From an optimization exercise on the open Yosys and OpenROAD flow, aimed at small area and a short achievable clock period; shortcuts taken in it are not production practice.

==> inputs of v9 <==
## cordic
module cordic(clk, angle, sine, cosine);
  input clk;
  input signed [31:0] angle;
  output signed [15:0] sine;
  output signed [15:0] cosine;
  reg [31:0] a0;
  always @(posedge clk) a0 <= angle;
  wire dk_1 = ~a0[29];
  wire zp1_p0 = a0[0] ^ 1'b1;
  wire zp1_g0 = a0[0] & 1'b1;
  wire zp1_p1 = a0[1] ^ 1'b0;
  wire zp1_g1 = a0[1] & 1'b0;
  wire zp1_p2 = a0[2] ^ 1'b1;
  wire zp1_g2 = a0[2] & 1'b1;
  wire zp1_p3 = a0[3] ^ 1'b1;
  wire zp1_g3 = a0[3] & 1'b1;
  wire zp1_p4 = a0[4] ^ 1'b1;
  wire zp1_g4 = a0[4] & 1'b1;
  wire zp1_p5 = a0[5] ^ 1'b0;
  wire zp1_g5 = a0[5] & 1'b0;
  wire zp1_p6 = a0[6] ^ 1'b0;
  wire zp1_g6 = a0[6] & 1'b0;
  wire zp1_p7 = a0[7] ^ 1'b0;
  wire zp1_g7 = a0[7] & 1'b0;
  wire zp1_p8 = a0[8] ^ 1'b1;
  wire zp1_g8 = a0[8] & 1'b1;
  wire zp1_p9 = a0[9] ^ 1'b0;
  wire zp1_g9 = a0[9] & 1'b0;
  wire zp1_p10 = a0[10] ^ 1'b1;
  wire zp1_g10 = a0[10] & 1'b1;
  wire zp1_p11 = a0[11] ^ 1'b0;
  wire zp1_g11 = a0[11] & 1'b0;
  wire zp1_p12 = a0[12] ^ 1'b0;
  wire zp1_g12 = a0[12] & 1'b0;
  wire zp1_p13 = a0[13] ^ 1'b0;
  wire zp1_g13 = a0[13] & 1'b0;
  wire zp1_p14 = a0[14] ^ 1'b0;
  wire zp1_g14 = a0[14] & 1'b0;
  wire zp1_p15 = a0[15] ^ 1'b0;
  wire zp1_g15 = a0[15] & 1'b0;
  wire zp1_p16 = a0[16] ^ 1'b0;
  wire zp1_g16 = a0[16] & 1'b0;
  ...
Settings: LEC_CHECK=0, CAP_MARGIN=20, CORE_MARGIN=2, CORE_UTILIZATION=40, SETUP_SLACK_MARGIN=1.3, SLEW_MARGIN=20; clock period 3.5 ns.
run.sh (not shown) runs the stock make flow with config.mk's settings and CLKGATE_MAP_FILE= SYNTH_SCRIPT=/design/flow/synth_recipe.tcl, a recipe that flattens the netlist after the stock synthesis.
==> inputs of v13, as changes to v9 <==
- SETUP_SLACK_MARGIN: 1.3 -> 1.6
==> flow_metrics.py <==
metrics = {
    "global_route": {
        "grt_max_degree": 44,
        "grtUsageTotal_pct": 15.9,
    },
    "clocking": {
        "cts_resized": 568,
        "post_cts_buffers": 190,
    },
    "critical_path": {
        "cp_max_fo": 3,
        "cp_cell_sequence": "fa_2 > nand2b_4 > a21oi_4 > o2111ai_4 > a31oi_2 > a31o_2 > fa_2",
    },
    "outcome": {
        "status": "finished clean",
    },
    "route": {
        "finalWirelength_um": 63900,
    },
    "final_layout": {
        "buf_share_pct": 7.38,
        "nNetsFinal": 3864,
    },
}
That was v13.
==> flow_metrics.py <==
metrics = {
    "route": {
        "finalWirelength_um": 59500,
    },
    "critical_path": {
        "arrival_ns": 2.75,
        "cp_max_fo": 2,
        "cp-start-kind": "flip-flop",
        "cp_cell_sequence": "fa_2 > nand2b_4 > a21oi_4 > o2111ai_4 > a31oi_4 > a31oi_2 > inv_1 > fa_2",
    },
    "final_layout": {
        "top_register": "a0",
        "nNetsFinal": 3707,
    },
    "global_route": {
        "grt_max_degree": 43,
        "grtUsageTotal_pct": 14.6,
    },
    "outcome": {
        "status": "finished clean",
    },
    "logic_synthesis": {
        "synth.most_common_cell": "dfxtp_1",
    },
    "clocking": {
        "cts_resized": 270,
    },
}
That was v9.
Function was not checked in any run of this note: the RTL went through the layout flow alone.


==> inputs of job 9587 <==
Another version of the RTL of cordic (not shown whole).
==> flow/design.v (excerpt) <==
module cordic(clk, angle, sine, cosine);
  input clk;
  input signed [31:0] angle;
  output signed [15:0] sine;
  output signed [15:0] cosine;
  reg [31:0] a0;
  always @(posedge clk) a0 <= angle;
  wire dk_1 = ~a0[29];
  wire zp1_p0 = a0[0] ^ 1'b1;
  wire zp1_g0 = a0[0] & 1'b1;
  wire zp1_p1 = a0[1] ^ 1'b0;
  wire zp1_g1 = a0[1] & 1'b0;
  wire zp1_p2 = a0[2] ^ 1'b1;
  wire zp1_g2 = a0[2] & 1'b1;
  wire zp1_p3 = a0[3] ^ 1'b1;
  wire zp1_g3 = a0[3] & 1'b1;
  wire zp1_p4 = a0[4] ^ 1'b1;
  wire zp1_g4 = a0[4] & 1'b1;
  wire zp1_p5 = a0[5] ^ 1'b0;
  wire zp1_g5 = a0[5] & 1'b0;
  wire zp1_p6 = a0[6] ^ 1'b0;
  wire zp1_g6 = a0[6] & 1'b0;
  wire zp1_p7 = a0[7] ^ 1'b0;
  wire zp1_g7 = a0[7] & 1'b0;
  wire zp1_p8 = a0[8] ^ 1'b1;
  wire zp1_g8 = a0[8] & 1'b1;
  wire zp1_p9 = a0[9] ^ 1'b0;
  wire zp1_g9 = a0[9] & 1'b0;
  wire zp1_p10 = a0[10] ^ 1'b1;
  wire zp1_g10 = a0[10] & 1'b1;
  wire zp1_p11 = a0[11] ^ 1'b0;
  wire zp1_g11 = a0[11] & 1'b0;
  wire zp1_p12 = a0[12] ^ 1'b0;
  wire zp1_g12 = a0[12] & 1'b0;
  wire zp1_p13 = a0[13] ^ 1'b0;
  wire zp1_g13 = a0[13] & 1'b0;
  wire zp1_p14 = a0[14] ^ 1'b0;
  wire zp1_g14 = a0[14] & 1'b0;
  wire zp1_p15 = a0[15] ^ 1'b0;
  wire zp1_g15 = a0[15] & 1'b0;
  wire zp1_p16 = a0[16] ^ 1'b0;
  wire zp1_g16 = a0[16] & 1'b0;
  wire zp1_p17 = a0[17] ^ 1'b0;
  wire zp1_g17 = a0[17] & 1'b0;
  wire zp1_p18 = a0[18] ^ 1'b1;
  wire zp1_g18 = a0[18] & 1'b1;
  wire zp1_p19 = a0[19] ^ 1'b0;
  wire zp1_g19 = a0[19] & 1'b0;
  wire zp1_p20 = a0[20] ^ 1'b0;
  wire zp1_g20 = a0[20] & 1'b0;
  wire zp1_p21 = a0[21] ^ 1'b1;
  wire zp1_g21 = a0[21] & 1'b1;
  wire zp1_p22 = a0[22] ^ 1'b1;
  wire zp1_g22 = a0[22] & 1'b1;
  wire zp1_p23 = a0[23] ^ 1'b1;
  wire zp1_g23 = a0[23] & 1'b1;
  wire zp1_p24 = a0[24] ^ 1'b0;
  wire zp1_g24 = a0[24] & 1'b0;
  wire zp1_p25 = a0[25] ^ 1'b1;
  wire zp1_g25 = a0[25] & 1'b1;
  wire zp1_p26 = a0[26] ^ 1'b0;
  wire zp1_g26 = a0[26] & 1'b0;
  wire zp1_p27 = a0[27] ^ 1'b0;
  wire zp1_g27 = a0[27] & 1'b0;
  wire zp1_p28 = a0[28] ^ 1'b1;
  wire zp1_g28 = a0[28] & 1'b1;
  wire zp1_p29 = ~a0[29] ^ 1'b0;
  wire zp1_g29 = ~a0[29] & 1'b0;
  wire zp1_G0_1 = zp1_g0 | (zp1_p0 & 1'b0);
  wire zp1_P0_1 = zp1_p0 & 1'b0;
  wire zp1_G0_2 = zp1_g1 | (zp1_p1 & zp1_g0);
  wire zp1_P0_2 = zp1_p1 & zp1_p0;
  ...
Settings: LEC_CHECK=0, CAP_MARGIN=20, CORE_MARGIN=2, CORE_UTILIZATION=40, CTS_CLUSTER_DIAMETER=100, CTS_CLUSTER_SIZE=30, SETUP_SLACK_MARGIN=1.0, SLEW_MARGIN=20; clock period 3.5 ns.
==> job 3875 (differences from job 9587) <==
--- a/flow/design.v
+++ b/flow/design.v
@@ -5794,78 +5794,79 @@
   reg s31_3; always @(posedge clk) s31_3 <= s31_2;
   reg s31_4; always @(posedge clk) s31_4 <= s31_3;
   reg s30_1; always @(posedge clk) s30_1 <= a0[30];
   reg s30_2; always @(posedge clk) s30_2 <= s30_1;
   reg s30_3; always @(posedge clk) s30_3 <= s30_2;
   reg s30_4; always @(posedge clk) s30_4 <= s30_3;
-  wire [5:0] tsel = {s31_4, s30_4, d1_4, d2_3, d3_2, d4_1};
+  wire [5:0] tselx = {s31_4, s30_4, d1_4, d2_3, d3_2, d4_1};
+  wire [5:0] tsely = tselx;
   wire [15:0] tx, ty;
   wire [63:0] tx0_tt = 64'h3F33FCFC3F3FFCFC;
   wire [63:0] ty0_tt = 64'hFCFC3F3FCCFC3F3F;
-  assign tx[0] = tx0_tt[tsel];
-  assign ty[0] = ty0_tt[tsel];
+  assign tx[0] = tx0_tt[tselx];
+  assign ty[0] = ty0_tt[tsely];
   wire [63:0] tx1_tt = 64'h7FE2AB02D94CCE67;
   wire [63:0] ty1_tt = 64'h329B40D547FEE673;
-  assign tx[1] = tx1_tt[tsel];
-  assign ty[1] = ty1_tt[tsel];
+  assign tx[1] = tx1_tt[tselx];
+  assign ty[1] = ty1_tt[tsely];
   wire [63:0] tx2_tt = 64'hEA8CDEA91D62B847;
   wire [63:0] ty2_tt = 64'h46B8957B3157E21D;
-  assign tx[2] = tx2_tt[tsel];
-  assign ty[2] = ty2_tt[tsel];
+  assign tx[2] = tx2_tt[tselx];
+  assign ty[2] = ty2_tt[tsely];
   wire [63:0] tx3_tt = 64'h2C1CC7CBDBF2B124;
   wire [63:0] ty3_tt = 64'h4FDBD3E33834248D;
-  assign tx[3] = tx3_tt[tsel];
-  assign ty[3] = ty3_tt[tsel];
+  assign tx[3] = tx3_tt[tselx];
+  assign ty[3] = ty3_tt[tsely];
   wire [63:0] tx4_tt = 64'h9668E99661969679;
   wire [63:0] ty4_tt = 64'h6986699716699E69;
-  assign tx[4] = tx4_tt[tsel];
-  assign ty[4] = ty4_tt[tsel];
+  assign tx[4] = tx4_tt[tselx];
+  assign ty[4] = ty4_tt[tsely];
   wire [63:0] tx5_tt = 64'hEA6F09A815917657;
   wire [63:0] ty5_tt = 64'h89A81590F657EA6E;
-  assign tx[5] = tx5_tt[tsel];
-  assign ty[5] = ty5_tt[tsel];
+  assign tx[5] = tx5_tt[tselx];
+  assign ty[5] = ty5_tt[tsely];
   wire [63:0] tx6_tt = 64'hDCFAA0C423055F3B;
   wire [63:0] ty6_tt = 64'hA0C423055F3BDCFA;
-  assign tx[6] = tx6_tt[tsel];
-  assign ty[6] = ty6_tt[tsel];
+  assign tx[6] = tx6_tt[tselx];
+  assign ty[6] = ty6_tt[tsely];
   wire [63:0] tx7_tt = 64'hE53693581AC96CA7;
   wire [63:0] ty7_tt = 64'h93581AC96CA7E536;
-  assign tx[7] = tx7_tt[tsel];
-  assign ty[7] = ty7_tt[tsel];
+  assign tx[7] = tx7_tt[tselx];
+  assign ty[7] = ty7_tt[tsely];
   wire [63:0] tx8_tt = 64'hFFEB28000014D7FF;
   wire [63:0] ty8_tt = 64'h28000014D7FFFFEB;
-  assign tx[8] = tx8_tt[tsel];
-  assign ty[8] = ty8_tt[tsel];
+  assign tx[8] = tx8_tt[tselx];
+  assign ty[8] = ty8_tt[tsely];
   wire [63:0] tx9_tt = 64'hB7F012FF480FED0;
   wire [63:0] ty9_tt = 64'h12FF480FED00B7F;
-  assign tx[9] = tx9_tt[tsel];
-  assign ty[9] = ty9_tt[tsel];
+  assign tx[9] = tx9_tt[tselx];
+  assign ty[9] = ty9_tt[tsely];
   wire [63:0] tx10_tt = 64'hDF7104FF208EFB0;
   wire [63:0] ty10_tt = 64'h104FF208EFB00DF7;
-  assign tx[10] = tx10_tt[tsel];
-  assign ty[10] = ty10_tt[tsel];
+  assign tx[10] = tx10_tt[tselx];
+  assign ty[10] = ty10_tt[tsely];
   wire [63:0] tx11_tt = 64'hEAF0A8FF150F570;
   wire [63:0] ty11_tt = 64'hA8FF150F5700EAF;
-  assign tx[11] = tx11_tt[tsel];
-  assign ty[11] = ty11_tt[tsel];
+  assign tx[11] = tx11_tt[tselx];
+  assign ty[11] = ty11_tt[tsely];
   wire [63:0] tx12_tt = 64'hA59F065A5A60F9A5;
   wire [63:0] ty12_tt = 64'h65A5A60F9A5A59F;
-  assign tx[12] = tx12_tt[tsel];
-  assign ty[12] = ty12_tt[tsel];
+  assign tx[12] = tx12_tt[tselx];
+  assign ty[12] = ty12_tt[tsely];
   wire [63:0] tx13_tt = 64'h9C7F01C66380FE39;
   wire [63:0] ty13_tt = 64'h1C66380FE399C7F;
-  assign tx[13] = tx13_tt[tsel];
-  assign ty[13] = ty13_tt[tsel];
+  assign tx[13] = tx13_tt[tselx];
+  assign ty[13] = ty13_tt[tsely];
   wire [63:0] tx14_tt = 64'h83FF003E7C00FFC1;
   wire [63:0] ty14_tt = 64'h3E7C00FFC183FF;
-  assign tx[14] = tx14_tt[tsel];
-  assign ty[14] = ty14_tt[tsel];
+  assign tx[14] = tx14_tt[tselx];
+  assign ty[14] = ty14_tt[tsely];
   wire [63:0] tx15_tt = 64'h8000FFFE7FFF0001;
   wire [63:0] ty15_tt = 64'hFFFE7FFF00018000;
-  assign tx[15] = tx15_tt[tsel];
-  assign ty[15] = ty15_tt[tsel];
+  assign tx[15] = tx15_tt[tselx];
+  assign ty[15] = ty15_tt[tsely];
   reg [15:0] x5, y5;   
   always @(posedge clk) begin x5 <= tx; y5 <= ty ^ {16{~z5[26]}}; end
   wire xa5_p0 = x5[0] ^ y5[5];
   wire xa5_g0 = x5[0] & y5[5];
   wire xa5_p1 = x5[1] ^ y5[6];
   wire xa5_g1 = x5[1] & y5[6];
==> flow/flow/run.sh (new file) <==
#!/bin/bash
# Own layout flow: the standard flow (standard.sh) with these changes to how
# the layout is made:
#  1. synthesis is the standard synthesis script (synth_recipe.tcl), but ABC
#     maps the logic without the slow 4-high stacked cells and a few slow two-stage cells (patch_abc.py) and
#     without first mapping adders to fa/ha cells (ADDER_MAP_FILE empty);
#     registers are mapped before ABC, so they are the standard synthesis's;
#  2. port buffers are buf_2 cells instead of the delay cell buffer_ports picks;
#  3. the resizer may swap a cell for any cell of the same function.
# Each step's full output goes to a log file in this folder.
set -uo pipefail
here=$(pwd)
rm -rf "$here/myscripts"
cp -r "$FLOW_HOME/scripts" "$here/myscripts"
python3 flow/patch_abc.py "$here/myscripts/synth_preamble.tcl" > patch.log 2>&1 || exit 1
bash standard.sh SCRIPTS_DIR="$here/myscripts" ADDER_MAP_FILE= synth > synth.log 2>&1 || exit 1
export BUFFER_PORTS_ARGS="-buffer_cell sky130_fd_sc_hd__buf_2"
bash standard.sh MATCH_CELL_FOOTPRINT=0 finish > layout.log 2>&1
==> flow/flow/patch_abc.py (new file) <==
# Adds -dont_use for the slow 4-high stacked cells to ABC's arguments only.
import sys
p = sys.argv[1]
s = open(p).read()
anchor = 'set abc_args [list -script $abc_script \\\n  {*}$lib_args {*}$lib_dont_use_args -constr $::env(OBJECTS_DIR)/abc.constr]\n'
assert anchor in s, "anchor not found"
cells = ("a2111o a2111oi o2111a o2111ai a311o a311oi o311a o311ai a41o a41oi o41a o41ai "
         "or4 or4b or4bb nor4 nor4b nor4bb and4 and4b and4bb a221o a221oi o221a o221ai "
         "a222oi a32o a32oi o32a o32ai maj3 or3 or3b and3b o31a a31o o2bb2a a2bb2o").split()
extra = "foreach c {%s} {\n  lappend abc_args -dont_use sky130_fd_sc_hd__${c}_*\n}\n" % " ".join(cells)
open(p, "w").write(s.replace(anchor, anchor + extra))
print("patched", p)
==> flow/standard.sh (new file) <==
#!/bin/bash
# synth_recipe.tcl (not shown) runs the flow's synth.tcl, then flattens the netlist and writes it again
# the make line also repeats each setting of config.mk as NAME=value (left out here)
make -C /OpenROAD-flow-scripts/flow DESIGN_CONFIG=/design/flow/config.mk WORK_HOME=/design/flow/orfs CLKGATE_MAP_FILE= SYNTH_SCRIPT=/design/flow/synth_recipe.tcl "${@:-finish}"
Settings changed: SETUP_SLACK_MARGIN 1.0 to 1.3.
removed: flow/run.sh
==> job 9190 (differences from job 9587) <==
--- a/flow/design.v
+++ b/flow/design.v
@@ -5794,78 +5794,79 @@
   reg s31_3; always @(posedge clk) s31_3 <= s31_2;
   reg s31_4; always @(posedge clk) s31_4 <= s31_3;
   reg s30_1; always @(posedge clk) s30_1 <= a0[30];
   reg s30_2; always @(posedge clk) s30_2 <= s30_1;
   reg s30_3; always @(posedge clk) s30_3 <= s30_2;
   reg s30_4; always @(posedge clk) s30_4 <= s30_3;
-  wire [5:0] tsel = {s31_4, s30_4, d1_4, d2_3, d3_2, d4_1};
+  wire [5:0] tselx = {s31_4, s30_4, d1_4, d2_3, d3_2, d4_1};
+  wire [5:0] tsely = tselx;
   wire [15:0] tx, ty;
   wire [63:0] tx0_tt = 64'h3F33FCFC3F3FFCFC;
   wire [63:0] ty0_tt = 64'hFCFC3F3FCCFC3F3F;
-  assign tx[0] = tx0_tt[tsel];
-  assign ty[0] = ty0_tt[tsel];
+  assign tx[0] = tx0_tt[tselx];
+  assign ty[0] = ty0_tt[tsely];
   wire [63:0] tx1_tt = 64'h7FE2AB02D94CCE67;
   wire [63:0] ty1_tt = 64'h329B40D547FEE673;
-  assign tx[1] = tx1_tt[tsel];
-  assign ty[1] = ty1_tt[tsel];
+  assign tx[1] = tx1_tt[tselx];
+  assign ty[1] = ty1_tt[tsely];
   wire [63:0] tx2_tt = 64'hEA8CDEA91D62B847;
   wire [63:0] ty2_tt = 64'h46B8957B3157E21D;
-  assign tx[2] = tx2_tt[tsel];
-  assign ty[2] = ty2_tt[tsel];
+  assign tx[2] = tx2_tt[tselx];
+  assign ty[2] = ty2_tt[tsely];
   wire [63:0] tx3_tt = 64'h2C1CC7CBDBF2B124;
   wire [63:0] ty3_tt = 64'h4FDBD3E33834248D;
-  assign tx[3] = tx3_tt[tsel];
-  assign ty[3] = ty3_tt[tsel];
+  assign tx[3] = tx3_tt[tselx];
+  assign ty[3] = ty3_tt[tsely];
   wire [63:0] tx4_tt = 64'h9668E99661969679;
   wire [63:0] ty4_tt = 64'h6986699716699E69;
-  assign tx[4] = tx4_tt[tsel];
-  assign ty[4] = ty4_tt[tsel];
+  assign tx[4] = tx4_tt[tselx];
+  assign ty[4] = ty4_tt[tsely];
   wire [63:0] tx5_tt = 64'hEA6F09A815917657;
   wire [63:0] ty5_tt = 64'h89A81590F657EA6E;
-  assign tx[5] = tx5_tt[tsel];
-  assign ty[5] = ty5_tt[tsel];
+  assign tx[5] = tx5_tt[tselx];
+  assign ty[5] = ty5_tt[tsely];
   wire [63:0] tx6_tt = 64'hDCFAA0C423055F3B;
   wire [63:0] ty6_tt = 64'hA0C423055F3BDCFA;
-  assign tx[6] = tx6_tt[tsel];
-  assign ty[6] = ty6_tt[tsel];
+  assign tx[6] = tx6_tt[tselx];
+  assign ty[6] = ty6_tt[tsely];
   wire [63:0] tx7_tt = 64'hE53693581AC96CA7;
   wire [63:0] ty7_tt = 64'h93581AC96CA7E536;
-  assign tx[7] = tx7_tt[tsel];
-  assign ty[7] = ty7_tt[tsel];
+  assign tx[7] = tx7_tt[tselx];
+  assign ty[7] = ty7_tt[tsely];
   wire [63:0] tx8_tt = 64'hFFEB28000014D7FF;
   wire [63:0] ty8_tt = 64'h28000014D7FFFFEB;
-  assign tx[8] = tx8_tt[tsel];
-  assign ty[8] = ty8_tt[tsel];
+  assign tx[8] = tx8_tt[tselx];
+  assign ty[8] = ty8_tt[tsely];
   wire [63:0] tx9_tt = 64'hB7F012FF480FED0;
   wire [63:0] ty9_tt = 64'h12FF480FED00B7F;
-  assign tx[9] = tx9_tt[tsel];
-  assign ty[9] = ty9_tt[tsel];
+  assign tx[9] = tx9_tt[tselx];
+  assign ty[9] = ty9_tt[tsely];
   wire [63:0] tx10_tt = 64'hDF7104FF208EFB0;
   wire [63:0] ty10_tt = 64'h104FF208EFB00DF7;
-  assign tx[10] = tx10_tt[tsel];
-  assign ty[10] = ty10_tt[tsel];
+  assign tx[10] = tx10_tt[tselx];
+  assign ty[10] = ty10_tt[tsely];
   wire [63:0] tx11_tt = 64'hEAF0A8FF150F570;
   wire [63:0] ty11_tt = 64'hA8FF150F5700EAF;
-  assign tx[11] = tx11_tt[tsel];
-  assign ty[11] = ty11_tt[tsel];
+  assign tx[11] = tx11_tt[tselx];
+  assign ty[11] = ty11_tt[tsely];
   wire [63:0] tx12_tt = 64'hA59F065A5A60F9A5;
   wire [63:0] ty12_tt = 64'h65A5A60F9A5A59F;
-  assign tx[12] = tx12_tt[tsel];
-  assign ty[12] = ty12_tt[tsel];
+  assign tx[12] = tx12_tt[tselx];
+  assign ty[12] = ty12_tt[tsely];
   wire [63:0] tx13_tt = 64'h9C7F01C66380FE39;
   wire [63:0] ty13_tt = 64'h1C66380FE399C7F;
-  assign tx[13] = tx13_tt[tsel];
-  assign ty[13] = ty13_tt[tsel];
+  assign tx[13] = tx13_tt[tselx];
+  assign ty[13] = ty13_tt[tsely];
   wire [63:0] tx14_tt = 64'h83FF003E7C00FFC1;
   wire [63:0] ty14_tt = 64'h3E7C00FFC183FF;
-  assign tx[14] = tx14_tt[tsel];
-  assign ty[14] = ty14_tt[tsel];
+  assign tx[14] = tx14_tt[tselx];
+  assign ty[14] = ty14_tt[tsely];
   wire [63:0] tx15_tt = 64'h8000FFFE7FFF0001;
   wire [63:0] ty15_tt = 64'hFFFE7FFF00018000;
-  assign tx[15] = tx15_tt[tsel];
-  assign ty[15] = ty15_tt[tsel];
+  assign tx[15] = tx15_tt[tselx];
+  assign ty[15] = ty15_tt[tsely];
   reg [15:0] x5, y5;   
   always @(posedge clk) begin x5 <= tx; y5 <= ty ^ {16{~z5[26]}}; end
   wire xa5_p0 = x5[0] ^ y5[5];
   wire xa5_g0 = x5[0] & y5[5];
   wire xa5_p1 = x5[1] ^ y5[6];
   wire xa5_g1 = x5[1] & y5[6];
==> flow/flow/run.sh (new file) <==
#!/bin/bash
# Own layout flow: the standard flow (standard.sh) with these changes to how
# the layout is made:
#  1. synthesis is the standard synthesis script (synth_recipe.tcl), but ABC
#     maps the logic without the slow 4-high stacked cells (patch_abc.py) and
#     without first mapping adders to fa/ha cells (ADDER_MAP_FILE empty);
#     registers are mapped before ABC, so they are the standard synthesis's;
#  2. port buffers are buf_2 cells instead of the delay cell buffer_ports picks;
#  3. the resizer may swap a cell for any cell of the same function.
# Each step's full output goes to a log file in this folder.
set -uo pipefail
here=$(pwd)
rm -rf "$here/myscripts"
cp -r "$FLOW_HOME/scripts" "$here/myscripts"
python3 flow/patch_abc.py "$here/myscripts/synth_preamble.tcl" > patch.log 2>&1 || exit 1
bash standard.sh SCRIPTS_DIR="$here/myscripts" ADDER_MAP_FILE= synth > synth.log 2>&1 || exit 1
export BUFFER_PORTS_ARGS="-buffer_cell sky130_fd_sc_hd__buf_2"
bash standard.sh MATCH_CELL_FOOTPRINT=0 finish > layout.log 2>&1
==> flow/flow/patch_abc.py (new file) <==
# Adds -dont_use for the slow 4-high stacked cells to ABC's arguments only.
import sys
p = sys.argv[1]
s = open(p).read()
anchor = 'set abc_args [list -script $abc_script \\\n  {*}$lib_args {*}$lib_dont_use_args -constr $::env(OBJECTS_DIR)/abc.constr]\n'
assert anchor in s, "anchor not found"
cells = ("a2111o a2111oi o2111a o2111ai a311o a311oi o311a o311ai a41o a41oi o41a o41ai "
         "or4 or4b or4bb nor4 nor4b nor4bb and4 and4b and4bb a221o a221oi o221a o221ai "
         "a222oi a32o a32oi o32a o32ai").split()
extra = "foreach c {%s} {\n  lappend abc_args -dont_use sky130_fd_sc_hd__${c}_*\n}\n" % " ".join(cells)
open(p, "w").write(s.replace(anchor, anchor + extra))
print("patched", p)
==> flow/standard.sh (new file) <==
#!/bin/bash
# synth_recipe.tcl (not shown) runs the flow's synth.tcl, then flattens the netlist and writes it again
# the make line also repeats each setting of config.mk as NAME=value (left out here)
make -C /OpenROAD-flow-scripts/flow DESIGN_CONFIG=/design/flow/config.mk WORK_HOME=/design/flow/orfs CLKGATE_MAP_FILE= SYNTH_SCRIPT=/design/flow/synth_recipe.tcl "${@:-finish}"
Settings changed: SETUP_SLACK_MARGIN 1.0 to 1.3.
removed: flow/run.sh
==> comparison table <==
                                                                                              job 9587                 job 9190                 job 3875
Result of the run                                                              complete, no violations  complete, no violations  complete, no violations
Routed length on met3                                                                          1470 um                  1260 um                  1740 um
GRT Util Overall                                                                                 13.2%                    14.1%                    14.3%
Growth of design area from synthesis to finish                                                   12.5%                    23.4%                    21.2%
Required time worst endpoint                                                                   4.00 ns                  4.03 ns                  4.00 ns
Met2 Wirelength                                                                               24800 um                 28000 um                 28200 um
Setup crit start                                                                                 y5[5]                  y10[10]                    x6[6]
HPWL after detailed placement                                                                 38400 um                 35900 um                 37000 um
Basic-gate share of the synthesized area counting and, or, nand and nor cells                    12.5%                    17.5%                    17.9%
Most common cell type on the critical path                                                           -  sky130_fd_sc_hd__maj3_2   sky130_fd_sc_hd__buf_4
Type of the tightest min-delay check                                                        reg -> reg                in -> reg                in -> reg
Sequential share of cell area                                                                    33.5%                    32.9%                    32.9%
Maximum frequency from static timing analysis                                                0.403 GHz                0.359 GHz                0.425 GHz
Overall die height                                                                              273 um                   266 um                   269 um
Cell count after placement                                                                        4077                     4000                     4174
Design area                                                                                  32600 um2                33900 um2                34000 um2
DR vias/cell                                                                                      4.90                     4.93                     4.92
Capturing point of the worst reg2reg path                                                       x6[14]                  x11[14]                   y7[13]
Area occupied by multi-input gates                                                           17600 um2                17800 um2                18100 um2
Function was not checked in any run of this note: the RTL went through the layout flow alone.

re-timing with driven ports:
The results above use ideal ports. As a check the final layouts listed here were re-extracted and re-timed, cells and wires unchanged. Step 1, drivers: a clkbuf_16 drives clk and a buf_2 each remaining input, both assumed. Step 2 also shifts input and output timing later by t, the mid clock arrival at the registers, as if the neighbouring blocks saw the same clock. Three values: ideal, step 1, step 2; two values: the first two.
run	t, ns	slack for setup (ns)	worst setup path after step 2
v9	0.666	1.230 / 1.230 / 1.230	register to register
v13	0.661	1.239 / 1.239 / 1.239	register to register
job 9587	0.642	1.021 / 1.021 / 1.021	register to register
job 3875	0.648	1.147 / 1.147 / 1.147	register to register
job 9190	0.640	0.717 / 0.717 / 0.717	register to register
After both steps setup and hold are still met in every run listed.
